Background: an optimization exercise with open tools, aiming at small area. Do not read the settings as production practice.
In this exercise RTL edits were held to simulation tests only and were not proved equivalent to the original.

Design main, start of the top module:
module main
(input clk,
input start,
input[9:0] x,
output flag,
output [6:0] hex0, hex1, hex2, hex3);
clock: 16.0 ns
lec_check: 0
abc_area: 1
cap_margin: 20
core_margin: 2
core_utilization: 40
slew_margin: 20
standard.sh (not shown) runs the stock make flow with config.mk's settings and CLKGATE_MAP_FILE= SYNTH_SCRIPT=/design/flow/synth_recipe.tcl, a recipe that flattens the netlist after the stock synthesis.
==> flow/flow/run.sh <==
#!/bin/bash
# Standard layout with these changes:
#  - synthesis is the standard one except that ABC maps for area with amap
#    (flow/map.abc) and Yosys's full-adder extraction is skipped;
#  - then every combinational cell is set to its smallest drive strength
#    (the flow's own repair steps size up whatever needs it);
#  - the port buffers are buf_1.
set -euo pipefail
R=orfs/results/$FLOW_PLATFORM/main/base
bash flow/mksynth.sh . flow/map.abc synth_recipe.tcl > mksynth.log 2>&1
bash standard.sh SYNTH_SCRIPT=$PWD/my_synth_recipe.tcl ADDER_MAP_FILE= synth > synth.log 2>&1
cp $R/1_2_yosys.v 1_2_yosys.amap.v
python3 flow/downsize.py $FLOW_HOME/platforms/$FLOW_PLATFORM/lib/sky130_fd_sc_hd__tt_025C_1v80.lib \
    1_2_yosys.amap.v $R/1_2_yosys.v > downsize.log 2>&1
bash standard.sh 'BUFFER_PORTS_ARGS=-buffer_cell sky130_fd_sc_hd__buf_1' finish > layout.log 2>&1
==> flow/flow/map.abc <==
strash
dc2
dch -f
amap
topo
==> flow/flow/mksynth.sh <==
#!/bin/bash
# mksynth.sh DIR ABC_SCRIPT FLOW_SYNTH_TCL: writes DIR/my_synth.tcl (ORFS's synth.tcl
# with the ABC mapping script replaced) and DIR/my_synth_recipe.tcl (the standard flow's
# synthesis script, sourcing my_synth.tcl instead of ORFS's synth.tcl).
set -euo pipefail
D=$(cd "$1" && pwd); A=$(cd "$(dirname "$2")" && pwd)/$(basename "$2")
sed "s#^\(\s*\)log_cmd abc {\*}\$abc_args#\1log_cmd abc {*}[lreplace \$abc_args 1 1 $A]#" \
    $FLOW_HOME/scripts/synth.tcl > $D/my_synth.tcl
grep -q "lreplace" $D/my_synth.tcl
sed "s#^source \$::env(SCRIPTS_DIR)/synth.tcl#source $D/my_synth.tcl#" "$3" > $D/my_synth_recipe.tcl
grep -q "my_synth.tcl" $D/my_synth_recipe.tcl
Other scripts of this flow, unchanged in this note and not shown: flow/flow/downsize.py
The first run completed without violations.
Edit:
==> flow/flow/run.sh (replaced) <==
#!/bin/bash
# Standard layout with two changes: after the standard synthesis every
# combinational cell is set to its smallest drive strength (the flow's own
# repair steps size up whatever needs it), and the port buffers are buf_1.
set -euo pipefail
R=orfs/results/$FLOW_PLATFORM/main/base
bash standard.sh synth > synth.log 2>&1
cp $R/1_2_yosys.v 1_2_yosys.std.v
python3 flow/downsize.py $FLOW_HOME/platforms/$FLOW_PLATFORM/lib/sky130_fd_sc_hd__tt_025C_1v80.lib \
    1_2_yosys.std.v $R/1_2_yosys.v > downsize.log 2>&1
bash standard.sh 'BUFFER_PORTS_ARGS=-buffer_cell sky130_fd_sc_hd__buf_1' finish > layout.log 2>&1
removed: flow/flow/map.abc
removed: flow/flow/mksynth.sh
=> The new run finished clean. Cell count goes up by 29%. Non-clock buffer count goes down by 1. Design area goes up by 26%. Sequential share of layout area goes down by 3.5 points. Clock skew hardly moves. Routed wire length goes up by 25%. Global-route usage goes up by 0.16 points. Fmax goes down by 0.38%. Via count goes up by 20%.
Edit:
==> flow/flow/run.sh (replaced) <==
#!/bin/bash
# Standard layout with these changes:
#  - synthesis is the standard one except that ABC maps for area with amap
#    (flow/map.abc) and Yosys's full-adder extraction is skipped;
#  - then every combinational cell is set to its smallest drive strength
#    (the flow's own repair steps size up whatever needs it);
#  - the port buffers are buf_1.
set -euo pipefail
R=orfs/results/$FLOW_PLATFORM/main/base
bash flow/mksynth.sh . flow/map.abc synth_recipe.tcl > mksynth.log 2>&1
bash standard.sh SYNTH_SCRIPT=$PWD/my_synth_recipe.tcl ADDER_MAP_FILE= synth > synth.log 2>&1
cp $R/1_2_yosys.v 1_2_yosys.amap.v
python3 flow/downsize.py $FLOW_HOME/platforms/$FLOW_PLATFORM/lib/sky130_fd_sc_hd__tt_025C_1v80.lib \
    1_2_yosys.amap.v $R/1_2_yosys.v > downsize.log 2>&1
bash standard.sh 'BUFFER_PORTS_ARGS=-buffer_cell sky130_fd_sc_hd__buf_1' finish > layout.log 2>&1
==> flow/flow/map.abc (new file) <==
strash
dc2
dch -f
amap
topo
==> flow/flow/mksynth.sh (new file) <==
#!/bin/bash
# mksynth.sh DIR ABC_SCRIPT FLOW_SYNTH_TCL: writes DIR/my_synth.tcl (ORFS's synth.tcl
# with the ABC mapping script replaced) and DIR/my_synth_recipe.tcl (the standard flow's
# synthesis script, sourcing my_synth.tcl instead of ORFS's synth.tcl).
set -euo pipefail
D=$(cd "$1" && pwd); A=$(cd "$(dirname "$2")" && pwd)/$(basename "$2")
sed "s#^\(\s*\)log_cmd abc {\*}\$abc_args#\1log_cmd abc {*}[lreplace \$abc_args 1 1 $A]#" \
    $FLOW_HOME/scripts/synth.tcl > $D/my_synth.tcl
grep -q "lreplace" $D/my_synth.tcl
sed "s#^source \$::env(SCRIPTS_DIR)/synth.tcl#source $D/my_synth.tcl#" "$3" > $D/my_synth_recipe.tcl
grep -q "my_synth.tcl" $D/my_synth_recipe.tcl
Settings changed: CTS_BUF_LIST from default to sky130_fd_sc_hd__clkbuf_2, CTS_CLUSTER_DIAMETER from default to 200, CTS_CLUSTER_SIZE from default to 30.
After rerunning: Via count came out lower by 16%. Utilization came out higher by 1.7 points. Die area came out lower by 21%. Final area came out lower by 22%. Register-to-register slack gets worse by 0.10 ns. Global-route usage came out lower by 0.22 points. Sequential share of layout area came out higher by 3.7 points.
Edit:
Settings changed: CTS_BUF_LIST sky130_fd_sc_hd__clkbuf_2 to sky130_fd_sc_hd__clkbuf_4, CTS_CLUSTER_DIAMETER 200 to default, CTS_CLUSTER_SIZE 30 to 20.
Effect:
- non-clock buffer count does not change
- global-route usage stays the same
- synthesized area is unchanged
- setup slack gains 0.015 ns
- via count falls by about 0.32%
- cell count is unchanged
- flip-flop and latch count does not change
- clock-buffer cell count does not change

## run A
Another version of the RTL of main (not shown whole).
Design main, start of the top module:
module main
(input clk,
input start,
input[9:0] x,
output flag,
output [6:0] hex0, hex1, hex2, hex3);
clock: 16.0 ns
lec_check: 0
abc_area: 1
cap_margin: 20
core_margin: 2
core_utilization: 40
cts_buf_list: sky130_fd_sc_hd__clkbuf_4
cts_cluster_size: 20
slew_margin: 20
==> flow/flow/run.sh <==
#!/bin/bash
# Standard layout with these changes:
#  - synthesis is the standard one except that ABC maps for area with amap
#    (flow/map.abc) and Yosys's full-adder extraction is skipped;
#  - then every combinational cell is set to its smallest drive strength
#    (the flow's own repair steps size up whatever needs it);
#  - the port buffers are buf_1.
set -euo pipefail
R=orfs/results/$FLOW_PLATFORM/main/base
bash flow/mksynth.sh . flow/map.abc synth_recipe.tcl > mksynth.log 2>&1
bash standard.sh SYNTH_SCRIPT=$PWD/my_synth_recipe.tcl ADDER_MAP_FILE= synth > synth.log 2>&1
cp $R/1_2_yosys.v 1_2_yosys.amap.v
python3 flow/downsize.py $FLOW_HOME/platforms/$FLOW_PLATFORM/lib/sky130_fd_sc_hd__tt_025C_1v80.lib \
    1_2_yosys.amap.v $R/1_2_yosys.v > downsize.log 2>&1
bash standard.sh 'BUFFER_PORTS_ARGS=-buffer_cell sky130_fd_sc_hd__buf_1' finish > layout.log 2>&1
Other scripts of this flow, unchanged in this note and not shown: flow/flow/downsize.py, flow/flow/map.abc, flow/flow/mksynth.sh
Edits applied to the flow inputs when going from run A to run C:
-- flow/flow/run.sh --
<<< run A, line 14
    1_2_yosys.amap.v $R/1_2_yosys.v > downsize.log 2>&1
bash standard.sh 'BUFFER_PORTS_ARGS=-buffer_cell sky130_fd_sc_hd__buf_1' finish > layout.log 2>&1
>>> run C, line 14
    1_2_yosys.amap.v $R/1_2_yosys.v > downsize.log 2>&1
bash standard.sh 'BUFFER_PORTS_ARGS=-buffer_cell sky130_fd_sc_hd__buf_1' \
    'CTS_ARGS=-sink_clustering_enable -repair_clock_nets -buf_list sky130_fd_sc_hd__clkbuf_4 -root_buf sky130_fd_sc_hd__clkbuf_4 -dont_use_dummy_load -sink_clustering_size 20 -sink_clustering_max_diameter 500' \
    finish > layout.log 2>&1
There was hardly any difference in final cell count between run C and run A. Measured against each other, run C and run A differ in clock period minus final worst setup slack, the higher figure coming from run A. Buffer and inverter count on the worst path came out exactly the same in run C and run A. In terms of register-to-register slack, run C and run A differ only marginally. Compared with run A, run C shows total length of routed met3 wires that has gone down by a little under 10%. Run A → run C: via count rose by about 0.45%, final worst-path setup slack went up 0.023 ns, final-layout non-clock buffer area share shows no meaningful change. Routed wire length essentially unchanged between run A and run C.

Setup of maple:
Another version of the RTL of main (not shown whole).
Size: ~300 cells after synthesis, roughly 41 I/O pins, roughly 1700 um2 of cells after synthesis.
==> flow/config.mk <==
export PLATFORM = sky130hd
export DESIGN_NAME = main
export DESIGN_NICKNAME = main
export VERILOG_FILES = /design/flow/design.v
export SDC_FILE = /design/flow/constraint.sdc
export NUM_CORES = 4
export LEC_CHECK = 0
export ABC_AREA = 1
export CAP_MARGIN = 20
export CORE_MARGIN = 2
export CORE_UTILIZATION = 40
export SLEW_MARGIN = 20
==> flow/constraint.sdc <==
create_clock -name core_clock -period 16.0 [get_ports {clk}]
set_input_delay 3.2000 -clock core_clock [delete_from_list [all_inputs] [get_ports {clk}]]
set_output_delay 3.2000 -clock core_clock [all_outputs]
set_load 0.01 [all_outputs]
==> flow/flow/run.sh <==
#!/bin/bash
# Standard layout with these changes:
#  - synthesis is the standard one except that ABC maps for area with amap
#    (flow/map.abc) and Yosys's full-adder extraction is skipped;
#  - then every combinational cell is set to its smallest drive strength
#    (the flow's own repair steps size up whatever needs it);
#  - the port buffers are buf_1;
#  - clock tree synthesis uses clkbuf_4 and adds no dummy loads.
# Each step's output goes to its own log file here.
set -euo pipefail
R=orfs/results/$FLOW_PLATFORM/main/base
bash flow/mksynth.sh . flow/map.abc synth_recipe.tcl > mksynth.log 2>&1
bash standard.sh SYNTH_SCRIPT=$PWD/my_synth_recipe.tcl ADDER_MAP_FILE= synth > synth.log 2>&1
cp $R/1_2_yosys.v 1_2_yosys.amap.v
python3 flow/downsize.py $FLOW_HOME/platforms/$FLOW_PLATFORM/lib/sky130_fd_sc_hd__tt_025C_1v80.lib \
    1_2_yosys.amap.v $R/1_2_yosys.v > downsize.log 2>&1
bash standard.sh 'BUFFER_PORTS_ARGS=-buffer_cell sky130_fd_sc_hd__buf_1' \
    'CTS_ARGS=-repair_clock_nets -buf_list sky130_fd_sc_hd__clkbuf_4 -root_buf sky130_fd_sc_hd__clkbuf_4 -dont_use_dummy_load' \
    finish > layout.log 2>&1
Other scripts of this flow, unchanged in this note and not shown: flow/flow/downsize.py, flow/flow/map.abc, flow/flow/mksynth.sh
Edits applied to the flow inputs when going from maple to birch:
--- a/flow/flow/run.sh
+++ b/flow/flow/run.sh
@@ -17,3 +17,3 @@
 bash standard.sh 'BUFFER_PORTS_ARGS=-buffer_cell sky130_fd_sc_hd__buf_1' \
-    'CTS_ARGS=-repair_clock_nets -buf_list sky130_fd_sc_hd__clkbuf_4 -root_buf sky130_fd_sc_hd__clkbuf_4 -dont_use_dummy_load' \
+    'CTS_ARGS=-sink_clustering_enable -repair_clock_nets -buf_list sky130_fd_sc_hd__clkbuf_4 -root_buf sky130_fd_sc_hd__clkbuf_4 -dont_use_dummy_load -sink_clustering_size 20 -sink_clustering_max_diameter 500' \
     finish > layout.log 2>&1
Results
Comparing maple against birch, there is no change at all in final cell count. Re global-route wire length before repair: no difference whatsoever between maple and birch. Re number of cells produced by synthesis: no difference whatsoever between birch and maple. birch -> maple: fmax delta 0, exact match. Area of the multi-input gates: maple vs birch identical.

==> port drivers added, routing unchanged <==
How much do the figures lean on ideal ports? The routed layouts below were timed once more, with nothing changed but the port constraints. Step 1, drivers: a clkbuf_16 drives clk and a buf_2 each remaining input, both assumed. Step 2, shift: input delay + t, output delay - t, t = (earliest + latest rising clock arrival at the registers) / 2. This alone moves slack from input paths to output paths. a / b / c = ideal / step 1 / step 2; a / b = the first two.
| run | t (ns) | slack for setup (ns) | worst setup path after step 2 | latest minus earliest clock arrival (ns) |
|---|---|---|---|---|
| the first run of note 1 | 0.263 | 3.598 / 3.578 / 3.840 | register to output | 0.001 / 0.001 |
| the second run of note 1 | 0.260 | 3.551 / 3.532 / 3.791 | register to output | 0.002 / 0.003 |
| the third run of note 1 | 0.276 | 3.489 / 3.471 / 3.746 | register to output | 0.005 / 0.005 |
| the fourth run of note 1 | 0.286 | 3.504 / 3.486 / 3.772 | register to output | 0.003 / 0.002 |
| run A | 0.294 | 3.844 / 3.826 / 4.120 | register to output | 0.003 / 0.002 |
| run C | 0.286 | 3.867 / 3.849 / 4.136 | register to output | 0.010 / 0.011 |
| maple | 0.284 | 4.296 / 4.279 / 4.563 | register to output | 0.012 / 0.012 |
| birch | 0.284 | 4.296 / 4.279 / 4.563 | register to output | 0.012 / 0.012 |
After both steps every run listed still meets setup and hold.
